Source: an optimization exercise on an open RTL-to-GDS flow (aim: small area, a short achievable clock period and few clock cycles per item). Production flows keep margins and buffers that such runs may drop. Where RTL was checked, it was by simulation tests only, not by an equivalence proof against the original. The RTL of run 1 was laid out without a check of its function.

==> flow/design.v, too long to show whole: its modules and the start of the top module <==
// module multiplierIEEE754_verilog: 246 lines
// module pnd: 5 lines
// module pnr: 5 lines
// module pan: 5 lines
// module mul24: 1597 lines
// module mul24_add: 136 lines
// module fa: 6 lines
// module ha: 6 lines
// module hai: 6 lines
module multiplierIEEE754_verilog(
    op1,
    op2,
    in_rdy,
    res,
    res_rdy,
    clk,
    rst
    );
  // ...
==> flow/flow/run.sh <==
#!/bin/bash
# The standard layout (the standard.sh, all of ORFS from synthesis to
# finish), except that the input and output ports are buffered with buf_4
# cells instead of the cell buffer_ports picks by itself.
set -euo pipefail
bash standard.sh "BUFFER_PORTS_ARGS=-buffer_cell sky130_fd_sc_hd__buf_4" finish > standard_flow.log 2>&1
==> flow/standard.sh <==
#!/bin/bash
# synth_recipe.tcl (not shown) runs the flow's synth.tcl, then flattens the netlist and writes it again
# the make line also repeats each setting of config.mk as NAME=value (left out here)
make -C /OpenROAD-flow-scripts/flow DESIGN_CONFIG=/design/flow/config.mk WORK_HOME=/design/flow/orfs CLKGATE_MAP_FILE= SYNTH_SCRIPT=/design/flow/synth_recipe.tcl "${@:-finish}"
==> flow/config.mk <==
export PLATFORM = sky130hd
export DESIGN_NAME = multiplierIEEE754_verilog
export DESIGN_NICKNAME = multiplierIEEE754_verilog
export VERILOG_FILES = /design/flow/design.v
export SDC_FILE = /design/flow/constraint.sdc
export NUM_CORES = 4
export LEC_CHECK = 0
export ABC_AREA = 1
export CAP_MARGIN = 20
export CORE_MARGIN = 2
export CORE_UTILIZATION = 40
export SETUP_SLACK_MARGIN = 1
export SLEW_MARGIN = 20
export SYNTH_HIERARCHICAL = 1
==> flow/constraint.sdc <==
create_clock -name core_clock -period 12.0 [get_ports {clk}]
set_input_delay 2.4000 -clock core_clock [delete_from_list [all_inputs] [get_ports {clk}]]
set_output_delay 2.4000 -clock core_clock [all_outputs]
set_load 0.01 [all_outputs]
==> impl_metrics.ini, run 1 <==
[outcome]
status = complete, no violations

[layout]
top_regs = res: 32 flops, qr_r: 25 flops, eb_r: 8 flops
buffers = 114
num-multi-input-gates = 2450
drive_gt1_share_pct = 7.545
buf_share_pct = 3.507
largest_register = res

[detailed_routing]
wl_met3_um = 7256
wl_um = 79520
drt-vias-per-instance = 5.541

[yosys]
ys_warn_count = 7
synthCells = 2952
seq_area_frac_synth_pct = 5.780
synth_flop_cell = dfxtp_1
synthAdderAreaFrac_pct = 47.57
synth-simple-area-share_pct = 26.17

[floorplan]
die_y_um = 247.6
placementRows = 89
io_pins = 100
die_x_um = 247.6

[critical_path]
cp-end-kind = register
crit_family = adder cells
cp-start-kind = input port
critPathCapture = res[25]$_DFF_P_
r2r_setup_slack_ps = 8470

[timing]
maxSlewViolCount = 0
timing.hold.ws_ps = 512.5
fmax_ghz = 0.09579

[clocking]
cts_tree = built
clk_pin_slew_worst_paths_ps = 60

[place]
placed_cell_area_um2 = 24090

[hold_path]
min_path_cells = 2

[global_route]
grt_pass1_wl_um = 124600
use_met1_pct = 36.66
==> run 2: changes to the inputs <==
--- a/flow/design.v
+++ b/flow/design.v
@@ -1199,17 +1199,17 @@
     fa u_t355 (.a(t9), .b(t126), .c(t135), .s(t355), .co(t356));
     wire t357, t358;
     fa u_t357 (.a(t128), .b(t130), .c(t132), .s(t357), .co(t358));
     wire t359, t360;
     fa u_t359 (.a(t134), .b(t139), .c(t141), .s(t359), .co(t360));
     wire t361, t362;
     fa u_t361 (.a(t143), .b(t136), .c(t145), .s(t361), .co(t362));
     wire t363, t364;
-    fa u_t363 (.a(t138), .b(rn), .c(t147), .s(t363), .co(t364));
+    fa u_t363 (.a(t138), .b(t147), .c(t149), .s(t363), .co(t364));
     wire t365, t366;
     fa u_t365 (.a(t140), .b(t142), .c(t144), .s(t365), .co(t366));
     wire t367, t368;
     fa u_t367 (.a(t151), .b(t153), .c(pp23_0), .s(t367), .co(t368));
     wire t369, t370;
     fa u_t369 (.a(t146), .b(t155), .c(t148), .s(t369), .co(t370));
     wire t371, t372;
     fa u_t371 (.a(t150), .b(t157), .c(t159), .s(t371), .co(t372));
@@ -1409,25 +1409,25 @@
     fa u_t565 (.a(t342), .b(t344), .c(t346), .s(t565), .co(t566));
     wire t567, t568;
     fa u_t567 (.a(t348), .b(t349), .c(t351), .s(t567), .co(t568));
     wire t569, t570;
     fa u_t569 (.a(t137), .b(t353), .c(t355), .s(t569), .co(t570));
     wire t571, t572;
     fa u_t571 (.a(t350), .b(t352), .c(t354), .s(t571), .co(t572));
     wire t573, t574;
-    fa u_t573 (.a(t357), .b(t359), .c(t149), .s(t573), .co(t574));
+    fa u_t573 (.a(t357), .b(t359), .c(t356), .s(t573), .co(t574));
     wire t575, t576;
-    fa u_t575 (.a(t356), .b(t361), .c(t363), .s(t575), .co(t576));
+    fa u_t575 (.a(t361), .b(t363), .c(rn), .s(t575), .co(t576));
     wire t577, t578;
     fa u_t577 (.a(t358), .b(t360), .c(t365), .s(t577), .co(t578));
     wire t579, t580;
     fa u_t579 (.a(t367), .b(t161), .c(t362), .s(t579), .co(t580));
     wire t581, t582;
-    fa u_t581 (.a(t364), .b(t369), .c(t371), .s(t581), .co(t582));
+    fa u_t581 (.a(t369), .b(t364), .c(t371), .s(t581), .co(t582));
     wire t583, t584;
     fa u_t583 (.a(t366), .b(t368), .c(t373), .s(t583), .co(t584));
     wire t585, t586;
     fa u_t585 (.a(t173), .b(t375), .c(t370), .s(t585), .co(t586));
     wire t587, t588;
     fa u_t587 (.a(t372), .b(t377), .c(t379), .s(t587), .co(t588));
     wire t589, t590;
     fa u_t589 (.a(t374), .b(t381), .c(t185), .s(t589), .co(t590));
@@ -1593,21 +1593,21 @@
     fa u_t749 (.a(t558), .b(t561), .c(t563), .s(t749), .co(t750));
     wire t751, t752;
     fa u_t751 (.a(t560), .b(t562), .c(t565), .s(t751), .co(t752));
     wire t753, t754;
     fa u_t753 (.a(t564), .b(t567), .c(t569), .s(t753), .co(t754));
     wire t755, t756;
     fa u_t755 (.a(t566), .b(t568), .c(t571), .s(t755), .co(t756));
     wire t757, t758;
-    fa u_t757 (.a(t573), .b(t570), .c(t575), .s(t757), .co(t758));
+    fa u_t757 (.a(t570), .b(t573), .c(t575), .s(t757), .co(t758));
     wire t759, t760;
-    fa u_t759 (.a(t572), .b(t574), .c(t577), .s(t759), .co(t760));
+    fa u_t759 (.a(t572), .b(t577), .c(t574), .s(t759), .co(t760));
     wire t761, t762;
-    fa u_t761 (.a(t579), .b(t576), .c(t581), .s(t761), .co(t762));
+    fa u_t761 (.a(t579), .b(t581), .c(t576), .s(t761), .co(t762));
     wire t763, t764;
     fa u_t763 (.a(t578), .b(t580), .c(t583), .s(t763), .co(t764));
     wire t765, t766;
     fa u_t765 (.a(t585), .b(t582), .c(t587), .s(t765), .co(t766));
     wire t767, t768;
     fa u_t767 (.a(t584), .b(t589), .c(t586), .s(t767), .co(t768));
     wire t769, t770;
     fa u_t769 (.a(t591), .b(t588), .c(t593), .s(t769), .co(t770));
@@ -1719,17 +1719,17 @@
     fa u_t875 (.a(t744), .b(t747), .c(t746), .s(t875), .co(t876));
     wire t877, t878;
     fa u_t877 (.a(t748), .b(t751), .c(t750), .s(t877), .co(t878));
     wire t879, t880;
     fa u_t879 (.a(t752), .b(t755), .c(t754), .s(t879), .co(t880));
     wire t881, t882;
     fa u_t881 (.a(t756), .b(t759), .c(t758), .s(t881), .co(t882));
     wire t883, t884;
-    fa u_t883 (.a(t760), .b(t763), .c(t762), .s(t883), .co(t884));
+    fa u_t883 (.a(t760), .b(t763), .c(t765), .s(t883), .co(t884));
     wire t885, t886;
     fa u_t885 (.a(t764), .b(t767), .c(t766), .s(t885), .co(t886));
     wire t887, t888;
     fa u_t887 (.a(t768), .b(t771), .c(t770), .s(t887), .co(t888));
     wire t889, t890;
     fa u_t889 (.a(t772), .b(t775), .c(t774), .s(t889), .co(t890));
     wire t891, t892;
     fa u_t891 (.a(t776), .b(t779), .c(t778), .s(t891), .co(t892));
@@ -1801,21 +1801,21 @@
     fa u_t957 (.a(t741), .b(t870), .c(t871), .s(t957), .co(t958));
     wire t959, t960;
     fa u_t959 (.a(t745), .b(t872), .c(t873), .s(t959), .co(t960));
     wire t961, t962;
     fa u_t961 (.a(t749), .b(t874), .c(t875), .s(t961), .co(t962));
     wire t963, t964;
     fa u_t963 (.a(t753), .b(t876), .c(t877), .s(t963), .co(t964));
     wire t965, t966;
-    fa u_t965 (.a(t878), .b(t757), .c(t879), .s(t965), .co(t966));
+    fa u_t965 (.a(t878), .b(t879), .c(t757), .s(t965), .co(t966));
     wire t967, t968;
     fa u_t967 (.a(t880), .b(t761), .c(t881), .s(t967), .co(t968));
     wire t969, t970;
-    fa u_t969 (.a(t765), .b(t882), .c(t883), .s(t969), .co(t970));
+    fa u_t969 (.a(t883), .b(t762), .c(t882), .s(t969), .co(t970));
     wire t971, t972;
     fa u_t971 (.a(t769), .b(t884), .c(t885), .s(t971), .co(t972));
     wire t973, t974;
     fa u_t973 (.a(t773), .b(t886), .c(t887), .s(t973), .co(t974));
     wire t975, t976;
     fa u_t975 (.a(t777), .b(t888), .c(t889), .s(t975), .co(t976));
     wire t977, t978;
     fa u_t977 (.a(t781), .b(t890), .c(t891), .s(t977), .co(t978));
==> run 2 against run 1 <==
Still clean. Worst setup slack improved by 130 ps. Clock-buffer cell count unchanged. Highest routed layer is now met5. Critical endpoint is now res[27]$_DFF_P_. Flip-flop and latch count unchanged. Non-clock buffer count increased by 1.
==> impl_metrics.ini, run 2 <==
[critical_path]
worstPathArrival_ps = 10610
critPathRequiredTime_ps = 12300
critPathMaxStageDelay_ps = 610
critPathMostFrequentCell = nand2_1
cp-start-kind = input port
cp-end-kind = register
path_class = in2reg
worst-path-max-fanout = 11
slowest_stage = xor2_1

[detailed_routing]
wl_um = 78520
drtPass1Iterations = 6
wl_per_cell_um = 21.28
ant_nets = 0
wl_met3_um = 7536
drt_iter0_markers = 1713
drt-vias-per-instance = 5.489
wl_met1_um = 32920
vias = 20260
dr.max_layer_used = met5
route.met2.wl_um = 35830
drc = 0

[layout]
n_antenna_cell = 0
mostFrequentLayoutCell = nand2_1
mostFrequentLayoutCells = nand2_1, fa_1, inv_1, nand3_1, buf_4
largest_register = res
fill_cells = 6028
area_delta_synth_final_pct = 2.858
final_util_pct = 41.51
multi_input_area_um2 = 19880
seqCellArea_um2 = 1373
largest_reg_flops = 32
drive_gt1_share_pct = 7.542
nets = 3575
fin_area_um2 = 24400
top_regs = res: 32 flops, qr_r: 25 flops, eb_r: 8 flops

[timing]
rsz0062_at_grt = false
finClkSkew_ps = 13.50
period_needed_ps = 10310
tns_ps = 0
period_share_pct = 85.88
maxSlewViolCount = 0
hold_viol_final = 0
slew_headroom_pct = 41.51
setup_violations = 0
worstMarginPinSlew_ps = 875.2
fmax_ghz = 0.09703

[clocking]
cts_resized = 0
clk_pin_slew_worst_paths_ps = 70
cts_buffers = 9
cts_sinks = 68
cts_setup_buffers = 0
cts_htree_levels = 3
clock-root-buffer = clkbuf_16
cts_buffer_depth = 2
cts_tree = built
hold_buffers = 0
insertion_delay_ps = 370

[yosys]
synth_area_um2 = 23730
synth_compound_area_share_pct = 6.755
seq_area_frac_synth_pct = 5.780
synth_xor_area_share_pct = 3.006
synthAdderAreaFrac_pct = 47.57
synthTopCellsByCount = nand2_1, fa_1, inv_1
synth_edf_count = 0
synth_top_family_by_area = adder cells
synth_most_common_cell = nand2_1
ys_ff_latch = 68
synth_area_per_cell_um2 = 8.037
netlist.top_cell.by_area = fa_1
synthDistinctLibCells = 61
synthCells = 2952
synth_flop_cell = dfxtp_1
synth.area.top_cells = fa_1, nand2_1, dfxtp_1
muxShareOfSynthArea_pct = 0.2109
async_flop_share_pct = 2.941
ys_warn_count = 7
synth_top_area_share_pct = 43.03
synth-simple-area-share_pct = 26.17

[floorplan]
start_util_pct = 40.35
io_pins = 100
die_y_um = 247.6
dieArea_um2 = 61280
coreArea_um2 = 58800
placementRows = 89
die_x_um = 247.6

[global_route]
grtUsageTotal_pct = 26.39
grt_pass1_wl_um = 123200
grt_max_degree = 64
antenna_found_initial = 0
grt-ovfl-total = 0
grt_pass1_vias = 21090

[place]
placed_cell_area_um2 = 24090
hpwl_um = 56210
gp_congestion = 0.8976
io_buffers = 99

[flow_run]
max-cap-violations = 0

[outcome]
status = complete, no violations

[hold_path]
min_path_type = reg2reg
-- run 2: cell counts after synthesis --
No cell type changed its count.
-- run 2: layout make-up --
class	count	share of cell area, %
multi-input cells	2450	81.47
flip-flops and latches	68	5.624
inverters	268	4.143
well taps	773	3.963
repair buffers	115	3.538
clock buffers	9	0.9228
clock inverters	7	0.3435
-- run 2: metrics by stage --
stage	hold WS [ps]	setup WS (ps)	cells
2_1_floorplan	433.0	2738	2954
3_3_place_gp	529.6	1543	3674
3_5_place_dp	485.3	1494	3674
4_1_cts	511.0	1864	3690
5_1_grt	558.7	1213	3690
6_report	502.8	1694	3690
-- run 2: cells by family (layout without fill, tap and decap cells) --
group / count (synthesis) / after routing
AOI/OAI and AO/OA: 258 / 258
and+or+nand+nor: 1513 / 1513
other: 1 / 3
adders and majority gates: 596 / 596
xor gates and xnor gates: 75 / 75
buffers and inverters: 436 / 399
DFF: 68 / 68
muxes: 5 / 5
-- run 2: critical path: cells and delay by family --
family	cells	cell delay, ps
buffers and inverters	4	560
adders and majority gates	9	3490
xor gates and xnor gates	2	990
AOI/OAI and AO/OA	6	1060
and+or+nand+nor	15	2080
-- run 2: path summary, 6_finish.rpt --
| kind | from | to | slack (ps) | cells after the start |
|---|---|---|---|---|
| min in group asynchronous | rst | res_rdy$_DFF_PP0_ | 1880 | 2 |
| worst min register to register | s_r$_DFF_P_ | res[31]$_DFF_P_ | 500 | 2 |
| worst min-delay path | s_r$_DFF_P_ | res[31]$_DFF_P_ | 500 | 2 |
| worst max register to register | pend$_DFF_PP0_ | res[25]$_DFF_P_ | 7980 | 16 |
| worst max-delay path | op1[23] | res[27]$_DFF_P_ | 1690 | 36 |
| max in group asynchronous | rst | pend$_DFF_PP0_ | 10000 | 2 |
-- run 2: Yosys stat by module, one instance, submodules excluded --
| module | area (um2) | flip-flops and latches | cells inside | times used |
|---|---|---|---|---|
| hai | 27.53 | 0 | 5 | 22 |
| fa | 20.02 | 0 | 1 | 484 |
| mul24 | 3247 | 0 | 673 | 1 |
| mul24_add | 2052 | 0 | 266 | 1 |
| pnd | 3.754 | 0 | 1 | 26 |
| pnr | 3.754 | 0 | 1 | 10 |
| multiplierIEEE754_verilog | 7828 | 68 | 1349 | 1 |
| pan | 10.01 | 0 | 2 | 17 |
-- run 2: layer usage --
metal  global-route usage (%)  vias to the layer above
met1                    35.50                    10020
li1                         -                     9050
met3                    5.904                      145
met5                   0.6359                        -
met4                    7.432                        2
met2                    42.68                     1035
Testbench counts of run 2, summed over its fixed seeds: cycles 6,488, items 3,200.
==> run 3: changes to the inputs <==
--- a/flow/config.mk
+++ b/flow/config.mk
@@ -9,6 +9,6 @@
 export CAP_MARGIN = 20
 export CORE_MARGIN = 2
 export CORE_UTILIZATION = 40
-export SETUP_SLACK_MARGIN = 1
+export SETUP_SLACK_MARGIN = 1.5
 export SLEW_MARGIN = 20
 export SYNTH_HIERARCHICAL = 1
==> run 3 against run 2 <==
Synthesized cell count unchanged. Worst setup slack improved by 390 ps. Synthesized area did not move.
==> impl_metrics.ini, run 3 <==
[critical_path]
critPathMaxStageDelay_ps = 540
cp-end-kind = register
r2r_cells = 17
cp-start-kind = input port
worstReg2RegEnd = res[27]$_DFF_P_
worstPathArrival_ps = 10220
startpoint = op1[10]
slowest_stage = fa_1
r2r_start = pend$_DFF_PP0_
critPathRequiredTime_ps = 12300
r2r_setup_slack_ps = 8240
path_class = in2reg
worst-path-max-fanout = 30

[layout]
mostFrequentLayoutCells = nand2_1, fa_1, inv_1, nand3_1, buf_4
largest_register = res
largest_reg_flops = 32
mostFrequentLayoutCell = nand2_1
area_delta_synth_final_pct = 2.943
nets = 3575
drive_gt1_share_pct = 7.679
top_regs = res: 32 flops, qr_r: 25 flops, eb_r: 8 flops
n_antenna_cell = 0

[clocking]
cts_tree = built
cts_htree_levels = 3
cts_setup_buffers = 0
cts_buffers = 9
insertion_delay_ps = 370
cts_buffer_depth = 2
hold_buffers = 0
clk_pin_slew_worst_paths_ps = 70
cts_sinks = 68
clock-root-buffer = clkbuf_16

[timing]
fmax_ghz = 0.1009
finClkSkew_ps = 12.43
hold_viol_final = 0
tns_ps = 0
setup_violations = 0
slew_headroom_pct = 42.05
period_needed_ps = 9915
maxSlewViolCount = 0
rsz0062_at_grt = false
period_share_pct = 82.63
worstMarginPinSlew_ps = 867.2

[global_route]
grt_max_degree = 64
grt_pass1_vias = 21090
grt-ovfl-total = 0
grtUsageTotal_pct = 26.39
grt_pass1_wl_um = 123200
antenna_found_initial = 0

[yosys]
synth_xor_area_share_pct = 3.006
async_flop_share_pct = 2.941
synth_area_per_cell_um2 = 8.037
netlist.top_cell.by_area = fa_1
synthCells = 2952
ys_warn_count = 7
muxShareOfSynthArea_pct = 0.2109
synth_edf_count = 0
synth-simple-area-share_pct = 26.17
synth_compound_area_share_pct = 6.755
synth_most_common_cell = nand2_1
synth_top_area_share_pct = 43.03
ys_ff_latch = 68
synth_top_family_by_area = adder cells
synthAdderAreaFrac_pct = 47.57
seq_area_frac_synth_pct = 5.780
synth_flop_cell = dfxtp_1
synthDistinctLibCells = 61
synth.area.top_cells = fa_1, nand2_1, dfxtp_1
synthTopCellsByCount = nand2_1, fa_1, inv_1
synth_area_um2 = 23730

[floorplan]
start_util_pct = 40.35
io_pins = 100
coreArea_um2 = 58800
die_x_um = 247.6
die_y_um = 247.6
dieArea_um2 = 61280
placementRows = 89

[outcome]
status = complete, no violations

[flow_run]
max-cap-violations = 0

[hold_path]
min_path_type = reg2reg
hp-start = s_r$_DFF_P_
min_path_cells = 2
hold_end = res[31]$_DFF_P_

[detailed_routing]
drtPass1Iterations = 6
drt-vias-per-instance = 5.477
drt_iter0_markers = 1703
wl_per_cell_um = 21.29
vias = 20210
drc = 0
wl_um = 78550
ant_nets = 0

[place]
gp_congestion = 0.8976
io_buffers = 99
hpwl_um = 56210
## run 3: cell counts after synthesis
Identical to the previous run, type by type.
## run 3: cell type report
class / count / area (um2)
clock buffer: 9 / 225.2
clock inverter: 7 / 83.83
fill: 6025 / 34370
inverter: 268 / 1011
multi-input combinational: 2450 / 19900
sequential: 68 / 1373
tap: 773 / 967.2
timing repair buffer: 115 / 863.3
## run 3: kinds of logic after synthesis
family / Yosys count
simple gates: 1513
fa+ha+maj: 596
buf+inv: 436
compound gates: 258
xor+xnor: 75
flops: 68
mux: 5
other cells: 1
## run 3: per-stage QoR
stage | hold WS (ps) | utilization, % | setup slack [ps] | cells | instance area [um2]
final | 502.8 | 41.54 | 2085 | 3690 | 24420
after global routing | 558.7 | 41.54 | 1627 | 3690 | 24420
after CTS | 511.0 | 41.50 | 1864 | 3690 | 24400
after detailed placement | 485.3 | 40.98 | 1494 | 3674 | 24090
after global placement | 529.6 | 40.98 | 1543 | 3674 | 24090
after floorplan | 433.0 | - | 2738 | 2954 | 23730
## run 3: worst max-delay path by stage
stage / cells after the start / slack [ps] / to
2_1_floorplan: 36 / 2740 / res[30]$_DFF_P_
3_3_place_gp: 35 / 1540 / res[26]$_DFF_P_
3_5_place_dp: 36 / 1490 / res[27]$_DFF_P_
4_1_cts: 36 / 1860 / res[27]$_DFF_P_
5_1_grt: 37 / 1630 / res[25]$_DFF_P_
6_report: 33 / 2080 / res[23]$_DFF_P_
## run 3: metal layers
layer  track usage [%]  vias to the layer above  wire length [um]
li1                  -                     9050                 -
met1             35.50                    10040             33170
met2             42.68                      978             36000
met3             5.904                      137              7257
met4             7.432                        2              2072
met5            0.6359                        -                53
## run 3: per-module statistics from Yosys (local to each module, per instance)
module | times used | area, um2 | cells inside
fa | 484 | 20.02 | 1
hai | 22 | 27.53 | 5
pan | 17 | 10.01 | 2
mul24_add | 1 | 2052 | 266
mul24 | 1 | 3247 | 673
pnd | 26 | 3.754 | 1
multiplierIEEE754_verilog | 1 | 7828 | 1349
pnr | 10 | 3.754 | 1
## run 3: critical path: cells and delay by family
family | cells | cell delay (ps)
fa+ha+maj | 9 | 3870
compound gates | 3 | 450
xor+xnor | 1 | 380
simple gates | 16 | 1860
buf+inv | 4 | 1230
## run 3: repair_timing
item / in CTS / in global routing
endpoints found under the hold margin: 0 / 0
gates resized for setup: 0 / 7
setup endpoints to repair: 0 / 7
==> run 4: changes to the inputs <==
--- a/flow/config.mk
+++ b/flow/config.mk
@@ -9,6 +9,6 @@
 export CAP_MARGIN = 20
 export CORE_MARGIN = 2
 export CORE_UTILIZATION = 40
-export SETUP_SLACK_MARGIN = 1.5
+export SETUP_SLACK_MARGIN = 2
 export SLEW_MARGIN = 20
 export SYNTH_HIERARCHICAL = 1
==> run 4 against run 3 <==
Synthesized cell count unchanged. Worst setup slack gained 290 ps. Utilization increased by 0.27 points. Worst hold slack worse by 0.83 ps. First-iteration DRC count down 4.1%. Still clean. Critical path depth shrank 3. Global-route usage about the same. Maximum frequency rose by 3.1%. Final area is 0.65% higher. Clock-buffer cell count unchanged.
==> impl_metrics.ini, run 4 <==
[critical_path]
worstPathArrival_ps = 9880
cp-end-kind = register
worstReg2RegEnd = res[27]$_DFF_P_
r2r_cells = 17
critPathMaxStageDelay_ps = 530
cp-start-kind = input port
r2r_start = pend$_DFF_PP0_
critPathRequiredTime_ps = 12260
r2r_setup_slack_ps = 8390
slowest_stage = fa_1
path_class = in2reg
worst-path-max-fanout = 27

[yosys]
synth_area_um2 = 23730
synth_area_per_cell_um2 = 8.037
synthCells = 2952
synthTopCellsByCount = nand2_1, fa_1, inv_1
netlist.top_cell.by_area = fa_1
synth.area.top_cells = fa_1, nand2_1, dfxtp_1
synth_most_common_cell = nand2_1
synthDistinctLibCells = 61
async_flop_share_pct = 2.941
synth_flop_cell = dfxtp_1
ys_warn_count = 7
synth_top_area_share_pct = 43.03
synth_edf_count = 0
seq_area_frac_synth_pct = 5.780
ys_ff_latch = 68

[layout]
largest_register = res
top_regs = res: 32 flops, qr_r: 25 flops, eb_r: 8 flops
mostFrequentLayoutCells = nand2_1, fa_1, inv_1, nand3_1, buf_4
mostFrequentLayoutCell = nand2_1
drive_gt1_share_pct = 8.302
stdcell_count = 3700
n_antenna_cell = 0
fill_cells = 6019
area_delta_synth_final_pct = 3.612
nets = 3585
largest_reg_flops = 32
final_util_pct = 41.81

[floorplan]
coreArea_um2 = 58800
io_pins = 100
dieArea_um2 = 61280
placementRows = 89
start_util_pct = 40.35
die_y_um = 247.6
die_x_um = 247.6

[global_route]
grt_max_degree = 64
grtUsageTotal_pct = 26.41
grt-ovfl-total = 0
grt_pass1_vias = 21110
antenna_found_initial = 0
grt_pass1_wl_um = 123300

[detailed_routing]
vias = 20400
drc = 0
wl_um = 78710
drt-vias-per-instance = 5.514
drtPass1Iterations = 5
drt_iter0_markers = 1633
ant_nets = 0
wl_per_cell_um = 21.27

[clocking]
cts_htree_levels = 3
cts_buffer_depth = 2
cts_buffers = 9
clk_pin_slew_worst_paths_ps = 60
hold_buffers = 0
cts_sinks = 68
insertion_delay_ps = 370
clock-root-buffer = clkbuf_16
cts_tree = built

[timing]
fin_ws_ps = 2380
setup_violations = 0
timing.hold.ws_ps = 501.9
hold_viol_final = 0
period_needed_ps = 9620
tns_ps = 0
maxSlewViolCount = 0
fmax_ghz = 0.1039
slew_headroom_pct = 41.60
period_share_pct = 80.17
rsz0062_at_grt = true
finClkSkew_ps = 12.37
worstMarginPinSlew_ps = 873.8

[place]
dp.cells = 3674
gp_congestion = 0.8976
place_ws_ps = 1494
io_buffers = 99
hpwl_um = 56210

[hold_path]
min_path_cells = 2
hold_end = res[31]$_DFF_P_
min_path_type = reg2reg
hp-start = s_r$_DFF_P_

[flow_run]
max-cap-violations = 0

[outcome]
status = complete, no violations
-- run 4: cells by family after synthesis --
kind of cell / after synthesis / share of synthesized area, %
buffers and inverters: 436 / 10.50
other: 1 / 0.01581
DFF: 68 / 5.780
and+or+nand+nor: 1513 / 26.17
AOI/OAI and AO/OA: 258 / 6.755
xor gates and xnor gates: 75 / 3.006
adders and majority gates: 596 / 47.57
muxes: 5 / 0.2109
-- run 4: what timing repair did --
| action | 4_1_cts | 5_1_grt |
|---|---|---|
| buffers inserted | 0 | 9 |
| cloned | 0 | 1 |
| endpoints found under the hold margin | 0 | 0 |
| pin swaps | 0 | 3 |
| setup endpoints to repair | 4 | 52 |
| resized for setup | 6 | 29 |
-- run 4: per-module statistics from Yosys, one instance, submodules excluded --
module | cells | copies in the design
fa | 1 | 484
pnd | 1 | 26
mul24 | 673 | 1
multiplierIEEE754_verilog | 1349 | 1
hai | 5 | 22
pan | 2 | 17
pnr | 1 | 10
mul24_add | 266 | 1
-- run 4: per-layer routing --
layer  up-vias  GRT usage (%)  share of wire [%]
li1       9072              -                  -
met1     10180          35.54                 42
met2      1007          42.71                 46
met3       145          5.882                9.5
met4         2          7.450                2.8
met5         -         0.6359              0.067
-- run 4: layout make-up --
cell class | instances | area, um2 | share of cell area, %
timing repair buffer | 124 | 968.4 | 3.939
multi-input combinational | 2451 | 19960 | 81.17
inverter | 268 | 1011 | 4.112
sequential | 68 | 1373 | 5.583
clock buffer | 9 | 225.2 | 0.9161
tap | 773 | 967.2 | 3.934
clock inverter | 7 | 83.83 | 0.3410
-- run 4: worst max-delay path, delay by kind of cell --
kind                       cells  cell delay [ps]
and+or+nand+nor               16             2220
AOI/OAI and AO/OA              1              130
adders and majority gates      9             4110
xor gates and xnor gates       1              400
buffers and inverters          3              590
-- run 4: stage by stage --
step           cell area [um2]
2_1_floorplan            23730
3_3_place_gp             24090
3_5_place_dp             24090
4_1_cts                  24430
5_1_grt                  24580
6_report                 24580
-- run 4: worst max path at each step --
stage                  from               end  slack [ps]  depth (start not counted)
floorplan           op1[23]   res[30]$_DFF_P_        2740                         36
global placement    op1[23]   res[26]$_DFF_P_        1540                         35
detailed placement  op1[23]   res[27]$_DFF_P_        1490                         36
CTS                 op2[15]   res[25]$_DFF_P_        2070                         35
global route        op1[23]   res[25]$_DFF_P_        1980                         37
finish              op2[18]  qr_r[22]$_DFF_P_        2380                         30
==> run 5: changes to the inputs <==
--- a/flow/config.mk
+++ b/flow/config.mk
@@ -9,6 +9,6 @@
 export CAP_MARGIN = 20
 export CORE_MARGIN = 2
 export CORE_UTILIZATION = 40
-export SETUP_SLACK_MARGIN = 2
+export SETUP_SLACK_MARGIN = 3
 export SLEW_MARGIN = 20
 export SYNTH_HIERARCHICAL = 1
==> run 5 against run 4 <==
Still clean. Via count up 8.8%. Register-to-register slack gained 20 ps. Worst setup slack improved by 530 ps. Clock skew up 3.6 ps. Synthesized cell count stayed put. Die area unchanged. Critical path depth is 2 higher. Global-route usage up 2.5 points.
==> impl_metrics.ini, run 5 <==
[outcome]
status = complete, no violations

[timing]
maxSlewViolCount = 0
period_needed_ps = 9087
finClkSkew_ps = 15.97
period_share_pct = 75.73
timing.hold.ws_ps = 492.2
tns_ps = 0
slew_headroom_pct = 13.80
setup_violations = 0
fmax_ghz = 0.1100
worstMarginPinSlew_ps = 1290
rsz0062_at_grt = true
hold_viol_final = 0

[hold_path]
min_path_cells = 2
min_path_type = reg2reg
hold_end = res[31]$_DFF_P_
hp-start = s_r$_DFF_P_

[floorplan]
die_y_um = 247.6
placementRows = 89
start_util_pct = 40.35
coreArea_um2 = 58800
dieArea_um2 = 61280
io_pins = 100
die_x_um = 247.6

[critical_path]
worstPathArrival_ps = 9390
cp-start-kind = input port
r2r_setup_slack_ps = 8410
worst-path-max-fanout = 12
slowest_stage = fa_2
cp_num_buf_inv = 6
critPathRequiredTime_ps = 12300
crit_family = adder cells
critPathMaxStageDelay_ps = 670
cp-end-kind = register
worstReg2RegEnd = res[27]$_DFF_P_
path_class = in2reg
path_depth = 32
r2r_cells = 17
r2r_start = pend$_DFF_PP0_

[global_route]
grt_max_degree = 64
grt_pass1_wl_um = 133100
grt_pass1_vias = 22680
grtUsageTotal_pct = 28.90
grt-ovfl-total = 0
antenna_found_initial = 3

[detailed_routing]
drt_iter0_markers = 2348
drc = 0
wl_um = 91340
drtPass1Iterations = 6
drt-vias-per-instance = 5.825
vias = 22200
wl_per_cell_um = 23.97
ant_nets = 0

[place]
gp_congestion = 0.9122
dp.cells = 3678
hpwl_um = 59680
io_buffers = 99

[yosys]
seq_area_frac_synth_pct = 5.780
async_flop_share_pct = 2.941
synth_most_common_cell = nand2_1
ys_warn_count = 7
netlist.top_cell.by_area = fa_1
synthCells = 2952
synth_flop_cell = dfxtp_1
ys_ff_latch = 68
synth_edf_count = 0
synth_top_area_share_pct = 43.03
synth_area_per_cell_um2 = 8.037
synth_area_um2 = 23730
synthDistinctLibCells = 61
synth.area.top_cells = fa_1, nand2_1, dfxtp_1
synthTopCellsByCount = nand2_1, fa_1, inv_1

[clocking]
clock-root-buffer = clkbuf_16
cts_buffers = 9
cts_htree_levels = 3
cts_tree = built
hold_buffers = 0
insertion_delay_ps = 370
clk_pin_slew_worst_paths_ps = 70
cts_buffer_depth = 2
cts_sinks = 68

[layout]
nets = 3696
mostFrequentLayoutCell = nand2_1
drive_gt1_share_pct = 17.52
mostFrequentLayoutCells = nand2_1, fa_1, inv_1, nand3_1, buf_4
largest_register = res
top_regs = res: 32 flops, qr_r: 25 flops, eb_r: 8 flops
fill_cells = 5679
largest_reg_flops = 32
multi_input_area_um2 = 20860
area_delta_synth_final_pct = 16.37
seqCellArea_um2 = 1373
stdcell_count = 3811

[flow_run]
max-cap-violations = 0
-- run 5: layout make-up --
cell class	count	share of cell area, %
repair inverters	2	0.08157
multi-input cells	2453	75.53
inverters	268	3.747
diodes	1	0.009063
flip-flops and latches	68	4.971
clock inverters	6	0.1495
clock buffers	9	0.8157
well taps	773	3.503
repair buffers	231	11.19
-- run 5: tightest hold or removal path, cell delays in order (launching register included) --
cell and delay, ps:
dfxtp_1 310, nand2_1 50, o311ai_0 90
-- run 5: modules after synthesis (local to each module, per instance) --
module / cells / flip-flops and latches / cell area (um2) / times used
pnd: 1 / 0 / 3.754 / 26
multiplierIEEE754_verilog: 1349 / 68 / 7828 / 1
mul24_add: 266 / 0 / 2052 / 1
pan: 2 / 0 / 10.01 / 17
mul24: 673 / 0 / 3247 / 1
pnr: 1 / 0 / 3.754 / 10
fa: 1 / 0 / 20.02 / 484
hai: 5 / 0 / 27.53 / 22
-- run 5: worst max path at each step --
| stage | endpoint | start | slack [ps] |
|---|---|---|---|
| final | qr_r[12]$_DFF_P_ | op2[20] | 2910 |
| after global placement | qr_r[0]$_DFF_P_ | op1[11] | 1540 |
| after CTS | qr_r[10]$_DFF_P_ | op2[15] | 3000 |
| after floorplan | res[30]$_DFF_P_ | op1[3] | 3010 |
| after detailed placement | res[25]$_DFF_P_ | op2[14] | 1390 |
| after global routing | eb_r[7]$_SDFF_PN0_ | op2[20] | 2750 |
-- run 5: routing by layer --
layer	vias up	wire, um	track usage [%]
met5	-	27	0
li1	9343	-	-
met4	4	4605	12.80
met1	11100	34640	36.97
met2	1448	41730	46.54
met3	303	10340	6.920
-- run 5: timing repair --
action,4_1_cts,5_1_grt
setup buffers,29,56
setup endpoints to repair,64,64
cloned,15,17
gates resized for setup,210,240
pin swaps,26,94
hold endpoints to repair,0,0
-- run 5: metrics by stage --
| step | utilization [%] | setup WS, ps | cell area (um2) |
|---|---|---|---|
| 2_1_floorplan | - | 3014 | 23760 |
| 3_3_place_gp | 41.06 | 1545 | 24140 |
| 3_5_place_dp | 41.06 | 1393 | 24140 |
| 4_1_cts | 44.09 | 3002 | 25920 |
| 5_1_grt | 46.96 | 2745 | 27610 |
| 6_report | 46.96 | 2913 | 27610 |
-- run 5: kinds of logic (layout without fill, tap and decap cells) --
| family | count (synthesis) | in the layout | share of synthesized area, % |
|---|---|---|---|
| other | 1 | 4 | 0.01581 |
| adders and majority gates | 596 | 596 | 47.57 |
| xor gates and xnor gates | 75 | 75 | 3.006 |
| muxes | 5 | 5 | 0.2109 |
| DFF | 68 | 68 | 5.780 |
| buffers and inverters | 436 | 516 | 10.50 |
| and+or+nand+nor | 1513 | 1516 | 26.17 |
| AOI/OAI and AO/OA | 258 | 258 | 6.755 |
==> run 6: changes to the inputs <==
--- a/flow/config.mk
+++ b/flow/config.mk
@@ -8,7 +8,7 @@
 export ABC_AREA = 1
 export CAP_MARGIN = 20
 export CORE_MARGIN = 2
-export CORE_UTILIZATION = 40
-export SETUP_SLACK_MARGIN = 3
+export CORE_UTILIZATION = 55
+export SETUP_SLACK_MARGIN = 2.5
 export SLEW_MARGIN = 20
 export SYNTH_HIERARCHICAL = 1
==> run 6 against run 5 <==
Clock skew rose by 4.6 ps. Worst hold slack gained 87 ps. Utilization increased by 12 points. Flip-flop and latch count unchanged. Sequential share of layout area increased by 0.47 points. First-iteration DRC count fell by 21%. Final area down 8.7%. Synthesized area unchanged. Critical path depth increased by 4. Synthesized cell count is the same.
==> impl_metrics.ini, run 6 <==
[outcome]
status = complete, no violations

[global_route]
grt_max_degree = 64
grt_pass1_wl_um = 128200
antenna_found_initial = 0
grt_pass1_vias = 22010
grtUsageTotal_pct = 38.18
grt-ovfl-total = 0

[detailed_routing]
wl_per_cell_um = 23.71
drt_iter0_markers = 1845
wl_met1_um = 33820
wl_um = 82960
route.met2.wl_um = 37250
drtPass1Iterations = 5
vias = 21040
drt-vias-per-instance = 6.014
drc = 0
ant_nets = 0
dr.max_layer_used = met4
wl_met3_um = 8385

[hold_path]
hp-start = s_r$_DFF_P_
hold_end = res[31]$_DFF_P_
min_path_cells = 2
min_path_type = reg2reg

[place]
place_ws_ps = 863.0
io_buffers = 99
hpwl_um = 58200
gp_congestion = 0.9320

[timing]
tns_ps = 0
worstMarginPinSlew_ps = 855.4
rsz0062_at_grt = true
period_share_pct = 77.58
period_needed_ps = 9310
hold_viol_final = 0
finClkSkew_ps = 20.61
maxSlewViolCount = 0
slew_headroom_pct = 42.45
setup_violations = 0
fin_ws_ps = 2690
fmax_ghz = 0.1074

[critical_path]
crit_family = adder cells
worstReg2RegEnd = res[22]$_DFF_P_
worstPathArrival_ps = 9550
cp-end-kind = register
slowest_stage = fa_1
path_class = in2reg
cp_num_buf_inv = 7
critPathRequiredTime_ps = 12240
r2r_cells = 16
worst-path-max-fanout = 10
critPathMaxStageDelay_ps = 520
r2r_start = pend$_DFF_PP0_
cp-start-kind = input port
critPathMostFrequentCell = fa_1
r2r_setup_slack_ps = 8810

[yosys]
ys_ff_latch = 68
ys_warn_count = 7
synthTopCellsByCount = nand2_1, fa_1, inv_1
async_flop_share_pct = 2.941
synth.area.top_cells = fa_1, nand2_1, dfxtp_1
synthCells = 2952
synth_area_per_cell_um2 = 8.037
synthDistinctLibCells = 61
synth_edf_count = 0
synth_top_area_share_pct = 43.03
synth_most_common_cell = nand2_1
seq_area_frac_synth_pct = 5.780
netlist.top_cell.by_area = fa_1
synth_flop_cell = dfxtp_1
synth_area_um2 = 23730

[layout]
final_util_pct = 58.94
largest_register = res
fill_cells = 3963
mostFrequentLayoutCells = nand2_1, fa_1, inv_1, nand3_1, buf_4
top_regs = res: 32 flops, qr_r: 25 flops, eb_r: 8 flops
area_delta_synth_final_pct = 6.307
mostFrequentLayoutCell = nand2_1
seqCellArea_um2 = 1373
drive_gt1_share_pct = 10.90
multi_input_area_um2 = 20320
largest_reg_flops = 32
nets = 3611
n_antenna_cell = 0

[clocking]
hold_buffers = 0
cts_htree_levels = 3
cts_buffer_depth = 2
insertion_delay_ps = 360
cts_tree = built
cts_sinks = 68
cts_buffers = 9
clk_pin_slew_worst_paths_ps = 60
clock-root-buffer = clkbuf_16

[flow_run]
max-cap-violations = 0

[floorplan]
die_y_um = 211.7
placementRows = 76
io_pins = 100
die_x_um = 211.7
dieArea_um2 = 44820
start_util_pct = 55.45
coreArea_um2 = 42790
==> run 6: repair_timing <==
item                       in CTS  in global routing
buffers inserted                8                 19
cloned                          2                  5
setup endpoints to repair      64                 56
resized for setup              78                139
pin swaps                       4                 20
==> run 6: how the worst max path moves through the flow <==
stage | from | end | slack, ps | depth (start not counted)
5_1_grt | op1[23] | res[27]$_DFF_P_ | 2470 | 37
3_3_place_gp | op1[23] | res[27]$_DFF_P_ | 1050 | 36
2_1_floorplan | op1[23] | res[30]$_DFF_P_ | 2740 | 36
3_5_place_dp | op1[23] | res[27]$_DFF_P_ | 860 | 36
6_report | op1[23] | res[22]$_DFF_P_ | 2690 | 36
4_1_cts | op1[7] | res[20]$_DFF_P_ | 2500 | 30
==> run 6: cell families after synthesis <==
logic type	share of synthesized area, %
compound gates	6.755
xor+xnor	3.006
fa+ha+maj	47.57
buf+inv	10.50
flops	5.780
mux	0.2109
other cells	0.01581
simple gates	26.17
==> run 6: area by class of cell <==
cell class                      instances  area share (%)
Timing Repair Buffer                  144           5.858
Multi-Input combinational cell       2455           80.57
Clock buffer                           12          0.9772
Clock inverter                          4          0.2877
Tap cell                              546           2.708
Timing Repair inverter                  2         0.06945
Sequential cell                        68           5.442
Inverter                              268           4.088
==> run 6: through the flow <==
step                      hold WS (ps)  area [um2]  instances
after floorplan                  433.0       23730       2954
after global placement           557.3       23820       3449
after detailed placement         563.4       23820       3449
after CTS                        578.0       24510       3475
after global routing             579.1       25220       3499
final                            579.3       25220       3499
==> run 6: layer usage <==
layer / GRT usage (%) / vias up
met5: 0 / -
met4: 14.35 / 0
met3: 8.604 / 212
met2: 59.87 / 1156
met1: 52.03 / 10530
li1: - / 9148
==> run 6: modules after synthesis, one instance, submodules excluded <==
module,times used,cells
fa,484,1
hai,22,5
mul24,1,673
mul24_add,1,266
multiplierIEEE754_verilog,1,1349
pan,17,2
pnd,26,1
pnr,10,1
==> run 6: worst reg2reg max path, stage by stage (launching register included) <==
cell	delay, ps
dfrtp_2	330
buf_4	620
inv_1	90
buf_4	250
nand2_1	90
o21ai_0	110
inv_1	90
nand2_1	150
nor2_4	220
nand2_4	140
nor2_1	170
buf_6	180
inv_1	60
nor2_2	90
xor2_1	150
o21ai_0	90
o21ai_0	250
==> run 7: changes to the inputs <==
--- a/flow/config.mk
+++ b/flow/config.mk
@@ -5,10 +5,9 @@
 export SDC_FILE = /design/flow/constraint.sdc
 export NUM_CORES = 4
 export LEC_CHECK = 0
-export ABC_AREA = 1
 export CAP_MARGIN = 20
 export CORE_MARGIN = 2
-export CORE_UTILIZATION = 55
+export CORE_UTILIZATION = 40
 export SETUP_SLACK_MARGIN = 2.5
 export SLEW_MARGIN = 20
 export SYNTH_HIERARCHICAL = 1
==> run 7 against run 6 <==
Critical path depth increased by 1. Final cell count down 2.7%. First-iteration DRC count is 18% higher. Via count hardly changed. Sequential share of layout area fell by 0.42 points. Clock-buffer cell count fell by 1. Flip-flop and latch count unchanged. Worst hold slack worse by 120 ps. Synthesized cell count is 13% lower. Die area up 36%. Critical path type unchanged.
==> impl_metrics.ini, run 7 <==
[critical_path]
cp-end-kind = register
critPathRequiredTime_ps = 12180
r2r_setup_slack_ps = 8940
cp-start-kind = input port
worstReg2RegEnd = res[30]$_DFF_P_
worst-path-max-fanout = 7
path_class = in2reg
worstPathArrival_ps = 10180
r2r_start = pend$_DFF_PP0_
critPathMaxStageDelay_ps = 560
r2r_cells = 14
slowest_stage = fa_1

[clocking]
cts_tree = built
cts_buffer_depth = 2
insertion_delay_ps = 340
cts_htree_levels = 3
clock-root-buffer = clkbuf_16
clk_pin_slew_worst_paths_ps = 60
cts_buffers = 9
cts_sinks = 68

[floorplan]
dieArea_um2 = 60800
coreArea_um2 = 57920
placementRows = 88
start_util_pct = 40.64
io_pins = 100
die_y_um = 246.6
die_x_um = 246.6

[global_route]
grt_pass1_wl_um = 135500
grtUsageMet2_pct = 47.40
grtUsageTotal_pct = 29.60
grt_pass1_vias = 22210
grt-ovfl-total = 0
use_met1_pct = 39.12
grt_max_degree = 49
grt.busiest_layer = met2
gr-usage-met3_pct = 6.906
antenna_found_initial = 0

[place]
io_buffers = 99
gp_congestion = 0.9454
place_ws_ps = 706.5
hpwl_um = 57920

[layout]
fill_cells = 5416
area_delta_synth_final_pct = 16.22
mostFrequentLayoutCells = nand2_1, fa_1, buf_4, inv_1, nor2_1
largest_register = res
nets = 3299
top_regs = res: 32 flops, qr_r: 25 flops, eb_r: 8 flops
largest_reg_flops = 32
n_antenna_cell = 0
mostFrequentLayoutCell = nand2_1
drive_gt1_share_pct = 18.55

[yosys]
synthTopCellsByCount = nand2_1, fa_1, inv_1
ys_warn_count = 7
ys_ff_latch = 68
async_flop_share_pct = 2.941
seq_area_frac_synth_pct = 5.826
netlist.top_cell.by_area = fa_1
synth_edf_count = 0
synth_top_area_share_pct = 43.38
synth.area.top_cells = fa_1, nand2_1, dfxtp_1
synth_most_common_cell = nand2_1
synthDistinctLibCells = 97
synth_area_um2 = 23540
synth_flop_cell = dfxtp_1
synth_area_per_cell_um2 = 9.187
synthCells = 2562

[timing]
period_share_pct = 83.32
setup_violations = 0
maxSlewViolCount = 0
finClkSkew_ps = 6.281
fin_ws_ps = 2001
slew_headroom_pct = 26.82
hold_viol_final = 0
tns_ps = 0
period_needed_ps = 9999
fmax_ghz = 0.1000
worstMarginPinSlew_ps = 1094
rsz0062_at_grt = true
timing.hold.ws_ps = 459.0

[hold_path]
hold_end = res[31]$_DFF_P_
min_path_cells = 2
min_path_type = reg2reg
hp-start = s_r$_DFF_P_

[outcome]
status = complete, no violations

[detailed_routing]
drc = 0
drtPass1Iterations = 5
wl_per_cell_um = 26.35
drt_iter0_markers = 2179
wl_um = 89740
vias = 21060
drt-vias-per-instance = 6.182
ant_nets = 0

[flow_run]
max-cap-violations = 0
==> run 7: layout make-up <==
| class | count | area, um2 | share of cell area [%] |
|---|---|---|---|
| multi-input cells | 2196 | 21300 | 77.85 |
| repair buffers | 219 | 2907 | 10.62 |
| flip-flops and latches | 68 | 1373 | 5.017 |
| well taps | 765 | 957.2 | 3.499 |
| inverters | 142 | 536.8 | 1.962 |
| clock buffers | 11 | 232.7 | 0.8507 |
| clock inverters | 5 | 53.80 | 0.1967 |
==> run 7: how the worst max path moves through the flow <==
stage               cells past startpoint                to  startpoint  slack [ps]
floorplan                              30  qr_r[10]$_DFF_P_     op2[22]        2480
global placement                       34   qr_r[8]$_DFF_P_     op1[23]         880
global route                           36  qr_r[23]$_DFF_P_     op2[23]        1830
CTS                                    29  qr_r[17]$_DFF_P_      op1[3]        2070
finish                                 37  qr_r[21]$_DFF_P_     op1[23]        2000
detailed placement                     34   qr_r[2]$_DFF_P_     op1[23]         710
==> run 7: critical path, delay by kind of cell <==
family	cells	cell delay, ps
compound gates	13	2180
simple gates	7	920
xor+xnor	1	260
fa+ha+maj	8	2980
mux	3	630
buf+inv	5	780
==> run 7: cell families after synthesis <==
logic type	after synthesis	synth area share, %
buffers and inverters	303	8.165
adder cells (fa/ha/maj)	596	47.95
AND/OR/NAND/NOR	999	18.59
flip-flops	68	5.826
multiplexers	88	4.045
XOR/XNOR	85	3.163
AO/OA/AOI/OAI	422	12.25
other	1	0.01593
==> run 7: per-module statistics from Yosys, one instance, submodules excluded, a selection <==
module | cells inside | area (um2) | times used
fa | 1 | 20.02 | 484
hai | 5 | 27.53 | 22
mul24 | 673 | 3247 | 1
mul24_add | 226 | 2003 | 1
multiplierIEEE754_verilog | 1016 | 7624 | 1
pnd | 1 | 3.754 | 26
pnr | 1 | 3.754 | 10
==> run 7: per-stage QoR <==
step / cells / instance area (um2) / utilization [%]
after global placement: 3288 / 24220 / 41.83
final: 3406 / 27360 / 47.23
after CTS: 3365 / 26580 / 45.90
after global routing: 3406 / 27360 / 47.23
after detailed placement: 3288 / 24220 / 41.83
after floorplan: 2564 / 23740 / -
==> run 7: what timing repair did <==
action / 4_1_cts / 5_1_grt
pin swaps: 45 / 33
setup endpoints to repair: 64 / 64
hold endpoints to repair: 0 / 0
cloned: 26 / 0
gates resized for setup: 225 / 99
buffers inserted: 35 / 41
hold buffers: 0 / 0
==> run 7: metal layers <==
layer / wire, um / vias up
li1: - / 8656
met1: 34670 / 10750
met2: 40950 / 1360
met5: 0 / -
met3: 10140 / 293
met4: 3983 / 0
==> run 8: changes to the inputs <==
--- a/flow/config.mk
+++ b/flow/config.mk
@@ -5,6 +5,7 @@
 export SDC_FILE = /design/flow/constraint.sdc
 export NUM_CORES = 4
 export LEC_CHECK = 0
+export ABC_AREA = 1
 export CAP_MARGIN = 20
 export CORE_MARGIN = 2
 export CORE_UTILIZATION = 40
==> run 8 against run 7 <==
Still clean on timing, DRC and antenna. Register-to-register slack got worse by 520 ps. Synthesized area up 0.80%. Sequential share of layout area up 0.45 points. Worst setup slack gained 770 ps. Non-clock buffer count fell by 96. Utilization down 4.6 points. Die area increased by 0.79%. Largest cell class unchanged. Highest routed layer is now met5.
==> impl_metrics.ini, run 8 <==
[yosys]
synth_flop_cell = dfxtp_1
ys_ff_latch = 68
ys_warn_count = 7
synth_edf_count = 0
synth_area_per_cell_um2 = 8.037
synthDistinctLibCells = 61
async_flop_share_pct = 2.941
seq_area_frac_synth_pct = 5.780
synth_area_um2 = 23730
synth_most_common_cell = nand2_1
netlist.top_cell.by_area = fa_1
synthCells = 2952
synthTopCellsByCount = nand2_1, fa_1, inv_1
synth.area.top_cells = fa_1, nand2_1, dfxtp_1
synth_top_area_share_pct = 43.03

[timing]
slew_headroom_pct = 39.00
rsz0062_at_grt = true
fin_ws_ps = 2773
worstMarginPinSlew_ps = 912.7
fmax_ghz = 0.1084
period_needed_ps = 9227
period_share_pct = 76.89
maxSlewViolCount = 0
finClkSkew_ps = 11.68
setup_violations = 0
tns_ps = 0
hold_viol_final = 0

[critical_path]
cp-start-kind = input port
path_class = in2reg
slowest_stage = fa_1
startpoint = op2[19]
worstPathArrival_ps = 9480
critPathRequiredTime_ps = 12250
cp-end-kind = register
critPathMaxStageDelay_ps = 530
r2r_start = pend$_DFF_PP0_
critPathMostFrequentCell = fa_1
worst-path-max-fanout = 27

[hold_path]
min_path_type = reg2reg
hp-start = s_r$_DFF_P_

[floorplan]
dieArea_um2 = 61280
start_util_pct = 40.35
die_y_um = 247.6
coreArea_um2 = 58800
placementRows = 89
die_x_um = 247.6
io_pins = 100

[layout]
largest_register = res
nets = 3585
mostFrequentLayoutCells = nand2_1, fa_1, inv_1, nand3_1, nor2_1
seqCellArea_um2 = 1373
area_delta_synth_final_pct = 5.764
drive_gt1_share_pct = 9.190
n_antenna_cell = 0
mostFrequentLayoutCell = nand2_1
fin_area_um2 = 25090
largest_reg_flops = 32
fill_cells = 5955
stdcell_count = 3700
multi_input_area_um2 = 20140
top_regs = res: 32 flops, qr_r: 25 flops, eb_r: 8 flops
final_util_pct = 42.68

[clocking]
cts_buffers = 9
cts_sinks = 68
insertion_delay_ps = 370
cts_buffer_depth = 2
clk_pin_slew_worst_paths_ps = 60
hold_buffers = 0
cts_tree = built
clock-root-buffer = clkbuf_16
cts_htree_levels = 3

[global_route]
grtUsageMet2_pct = 42.75
grt.busiest_layer = met2
grt-ovfl-total = 0
grtUsageTotal_pct = 26.48
grt_pass1_vias = 21170
gr-usage-met3_pct = 6.088
use_met1_pct = 35.51
grt_max_degree = 64
grt_pass1_wl_um = 123600
antenna_found_initial = 0

[detailed_routing]
wl_um = 78920
drtPass1Iterations = 8
wl_per_cell_um = 21.33
vias = 20290
ant_nets = 0
drt-vias-per-instance = 5.485
drt_iter0_markers = 1680
drc = 0

[outcome]
status = complete, no violations

[place]
gp_congestion = 0.8976
placed_cell_area_um2 = 24090
dp.cells = 3674
place_ws_ps = 1494
hpwl_um = 56210
io_buffers = 99

[flow_run]
max-cap-violations = 0
[run 8: cell type report]
class | count | share of cell area (%)
clock inverter | 7 | 0.3341
timing repair buffer | 123 | 5.126
multi-input combinational | 2452 | 80.27
clock buffer | 9 | 0.8975
sequential | 68 | 5.470
tap | 773 | 3.854
inverter | 268 | 4.054
[run 8: per-layer routing]
layer / vias to the layer above / share of wire [%]
li1: 9069 / -
met1: 10180 / 42
met2: 911 / 46
met3: 136 / 9.0
met4: 2 / 2.7
met5: - / 0.067
[run 8: worst paths after layout]
check | endpoint | slack (ps) | depth (start not counted)
worst min-delay path | res[31]$_DFF_P_ | 500 | 2
worst min register to register | res[31]$_DFF_P_ | 500 | 2
worst max-delay path | qr_r[23]$_DFF_P_ | 2770 | 31
max in group asynchronous | pend$_DFF_PP0_ | 9990 | 2
min in group asynchronous | res_rdy$_DFF_PP0_ | 1880 | 2
worst max register to register | res[15]$_DFF_P_ | 8420 | 12
[run 8: what timing repair did]
item | in CTS | in global routing
pin swaps | 3 | 4
endpoints found under the setup margin | 57 | 64
setup buffers | 4 | 3
gates resized for setup | 44 | 113
endpoints found under the hold margin | 0 | 0
gates cloned | 1 | 1
[run 8: kinds of logic after synthesis]
| logic type | after synthesis | share of synthesized area [%] |
|---|---|---|
| flops | 68 | 5.780 |
| xor+xnor | 75 | 3.006 |
| other cells | 1 | 0.01581 |
| compound gates | 258 | 6.755 |
| simple gates | 1513 | 26.17 |
| fa+ha+maj | 596 | 47.57 |
| mux | 5 | 0.2109 |
| buf+inv | 436 | 10.50 |
[run 8: per-module statistics from Yosys, one instance, submodules excluded]
module | flip-flops and latches | cell area (um2) | cells inside | copies in the design
fa | 0 | 20.02 | 1 | 484
pnd | 0 | 3.754 | 1 | 26
mul24_add | 0 | 2052 | 266 | 1
mul24 | 0 | 3247 | 673 | 1
multiplierIEEE754_verilog | 68 | 7828 | 1349 | 1
hai | 0 | 27.53 | 5 | 22
pan | 0 | 10.01 | 2 | 17
pnr | 0 | 3.754 | 1 | 10
[run 8: stage by stage]
step                      hold slack (ps)
after floorplan                     433.0
after global placement              529.6
after detailed placement            485.3
after CTS                           511.0
after global routing                558.7
final                               501.7
[run 8: worst max-delay path, delay by kind of cell]
family                     cells  cell delay (ps)
adders and majority gates      9             4090
and+or+nand+nor               16             1810
buffers and inverters          4              610
AOI/OAI and AO/OA              1              130
xor gates and xnor gates       1              390
==> run 9: changes to the inputs <==
--- a/flow/config.mk
+++ b/flow/config.mk
@@ -9,6 +9,6 @@
 export CAP_MARGIN = 20
 export CORE_MARGIN = 2
 export CORE_UTILIZATION = 40
-export SETUP_SLACK_MARGIN = 2.5
+export SETUP_SLACK_MARGIN = 2.75
 export SLEW_MARGIN = 20
 export SYNTH_HIERARCHICAL = 1
==> run 9 against run 8 <==
Still clean on timing, DRC and antenna. Final cell count grew 1.5%. Clock-buffer cell count is the same. Worst setup slack gained 120 ps. Synthesized cell count is the same. Global-route usage is essentially flat. Maximum frequency grew 1.3%. Clock skew grew 13 ps. Utilization grew 2.3 points. Worst hold slack gained 21 ps. Final area grew 5.4%. Register-to-register slack lost 90 ps. Critical path type unchanged. Largest cell class unchanged.
==> impl_metrics.ini, run 9 <==
[outcome]
status = complete, no violations

[yosys]
ys_warn_count = 7
synth_edf_count = 0
synth_most_common_cell = nand2_1
synth.area.top_cells = fa_1, nand2_1, dfxtp_1
ys_ff_latch = 68
synthCells = 2952
synth_area_per_cell_um2 = 8.037
synth_area_um2 = 23730
netlist.top_cell.by_area = fa_1
synth_flop_cell = dfxtp_1
synth_top_area_share_pct = 43.03
async_flop_share_pct = 2.941
synthDistinctLibCells = 61
seq_area_frac_synth_pct = 5.780
synthTopCellsByCount = nand2_1, fa_1, inv_1

[clocking]
cts_buffers = 9
cts_sinks = 68
insertion_delay_ps = 380
clock-root-buffer = clkbuf_16
cts_tree = built
clk_pin_slew_worst_paths_ps = 70
cts_htree_levels = 3
cts_buffer_depth = 2

[critical_path]
r2r_cells = 11
critPathMostFrequentCell = fa_1
cp-start-kind = input port
r2r_setup_slack_ps = 8330
cp-end-kind = register
crit_family = adder cells
cp_num_buf_inv = 4
r2r_start = pend$_DFF_PP0_
worst-path-max-fanout = 14
path_class = in2reg
critPathMaxStageDelay_ps = 610
slowest_stage = fa_2
worstReg2RegEnd = res[13]$_DFF_P_
critPathRequiredTime_ps = 12270
worstPathArrival_ps = 9380

[place]
gp_congestion = 0.8926
hpwl_um = 55810
place_ws_ps = 1375
io_buffers = 99

[detailed_routing]
drtPass1Iterations = 6
vias = 21070
ant_nets = 0
drc = 0
wl_um = 85980
drt_iter0_markers = 2244
drt-vias-per-instance = 5.610
wl_per_cell_um = 22.90

[timing]
period_share_pct = 75.93
setup_violations = 0
finClkSkew_ps = 24.94
tns_ps = 0
rsz0062_at_grt = true
worstMarginPinSlew_ps = 1041
hold_viol_final = 0
slew_headroom_pct = 30.43
maxSlewViolCount = 0
period_needed_ps = 9111
fin_ws_ps = 2889
fmax_ghz = 0.1098

[global_route]
grtUsageTotal_pct = 26.46
grt_pass1_vias = 21150
grt-ovfl-total = 0
antenna_found_initial = 0
grt_max_degree = 64
grt_pass1_wl_um = 123200

[layout]
n_antenna_cell = 0
largest_reg_flops = 32
mostFrequentLayoutCells = nand2_1, fa_1, inv_1, nand3_1, buf_4
area_delta_synth_final_pct = 11.52
drive_gt1_share_pct = 12.84
mostFrequentLayoutCell = nand2_1
top_regs = res: 32 flops, qr_r: 25 flops, eb_r: 8 flops
nets = 3640
largest_register = res

[floorplan]
coreArea_um2 = 58800
io_pins = 100
start_util_pct = 40.35
placementRows = 89
dieArea_um2 = 61280
die_y_um = 247.6
die_x_um = 247.6

[hold_path]
hold_end = res[31]$_DFF_P_
min_path_cells = 2
min_path_type = reg2reg
hp-start = s_r$_DFF_P_

[flow_run]
max-cap-violations = 0
[run 9: changes by cell type in the layout (fill, tap and decap cells not counted), moves of 8 or more]
cell / delta
fa_2: +20
nand2_1: -8
buf_12: -17
fa_1: -20
o21ai_0: -13
buf_16: +23
buf_4: +21
clkbuf_16: +24
[run 9: Yosys stat by module (local to each module, per instance)]
module	flops+latches	times used	cells inside
mul24	0	1	673
pnd	0	26	1
mul24_add	0	1	266
pnr	0	10	1
multiplierIEEE754_verilog	68	1	1349
hai	0	22	5
pan	0	17	2
fa	0	484	1
[run 9: final cells by class]
cell class | count | area, um2
Clock buffer | 9 | 225.2
Clock inverter | 7 | 83.83
Fill cell | 5846 | 32340
Inverter | 268 | 1031
Multi-Input combinational cell | 2452 | 20410
Sequential cell | 68 | 1373
Tap cell | 773 | 967.2
Timing Repair Buffer | 177 | 2365
Timing Repair inverter | 1 | 8.758
[run 9: how the worst max path moves through the flow]
stage / start / end / slack, ps / cells past startpoint
after floorplan: op1[23] / res[30]$_DFF_P_ / 2840 / 36
after global placement: op1[23] / res[25]$_DFF_P_ / 1410 / 36
after detailed placement: op1[23] / res[25]$_DFF_P_ / 1380 / 36
after CTS: op2[22] / res[25]$_DFF_P_ / 2740 / 35
after global routing: op1[23] / res[20]$_DFF_P_ / 2640 / 34
final: op2[13] / res[20]$_DFF_P_ / 2890 / 29
[run 9: layer usage]
metal  GRT usage (%)  part of all wire (%)  vias to the layer above
met5               0                     0                        -
met2           42.77                    45                     1213
met3           5.699                    12                      212
met1           35.95                    39                    10440
li1                -                     -                     9200
met4           7.168                   3.7                        0
[run 9: worst register-to-register path, cell delays in order, from the launching register on]
cell,delay [ps]
dfrtp_2,340
buf_4,600
inv_1,640
o21ai_0,520
inv_1,100
nand2_1,190
nor2_4,80
nand2_4,160
nor2_2,70
xor2_1,160
o211ai_1,310
o21ai_0,290
[run 9: metrics by stage]
stage          instance area (um2)  instances  utilization (%)  hold slack (ps)
2_1_floorplan                23740       2954                -            433.0
3_3_place_gp                 24080       3672            40.96            495.5
3_5_place_dp                 24080       3672            40.96            483.9
4_1_cts                      24810       3693            42.20            510.2
5_1_grt                      26460       3755            45.00            571.4
6_report                     26460       3755            45.00            522.8
[run 9: timing repair]
item,in CTS,in global routing
setup endpoints to repair,64,64
gates cloned,1,26
gates resized for setup,109,169
hold buffers,0,0
buffers inserted,4,36
pin swaps,4,30
[run 9: cell families after synthesis]
| group | count (synthesis) | share of synthesized area, % |
|---|---|---|
| compound gates | 258 | 6.755 |
| simple gates | 1513 | 26.17 |
| buf+inv | 436 | 10.50 |
| other cells | 1 | 0.01581 |
| xor+xnor | 75 | 3.006 |
| fa+ha+maj | 596 | 47.57 |
| mux | 5 | 0.2109 |
| flops | 68 | 5.780 |

-- port drivers added, routing unchanged --
In the flow no input, the clock included, has a driving cell. The finished layouts below were timed again as built, in two steps. Step 1 (the two cells are an assumption about what drives the block):
set clk [get_ports {clk}]
set_driving_cell -lib_cell sky130_fd_sc_hd__clkbuf_16 $clk
set_driving_cell -lib_cell sky130_fd_sc_hd__buf_2 [delete_from_list [all_inputs] $clk]
Step 2 adds t to the input delays and takes it off the output delays; t is the mean of the earliest and latest rising clock arrival at the registers after step 1. Input paths then give back, and output paths get back, about the clock's delay inside the block. Three values: no drivers, after step 1, after step 2; two values: the first two.
| run | t, ns | setup slack, ns | worst setup path at the end | pins driven straight from the clock port |
|---|---|---|---|---|
| run 1 | 0.398 | 1.560 / 1.572 / 1.174 | input to register | 1 |
| run 2 | 0.402 | 1.694 / 1.709 / 1.306 | input to register | 1 |
| run 3 | 0.402 | 2.085 / 2.097 / 1.695 | input to register | 1 |
| run 4 | 0.400 | 2.380 / 2.395 / 1.995 | input to register | 1 |
| run 5 | 0.396 | 2.913 / 2.705 / 2.309 | input to register | 1 |
| run 6 | 0.396 | 2.690 / 2.668 / 2.272 | input to register | 1 |
| run 7 | 0.374 | 2.001 / 1.921 / 1.547 | input to register | 1 |
| run 8 | 0.401 | 2.773 / 2.746 / 2.345 | input to register | 1 |
| run 9 | 0.405 | 2.889 / 2.698 / 2.293 | input to register | 1 |
After both steps setup and hold are still met in every run listed. For run 5, which loses most, drivers alone change the setup slack by -0.208 ns; drivers and shift together by -0.604 ns.
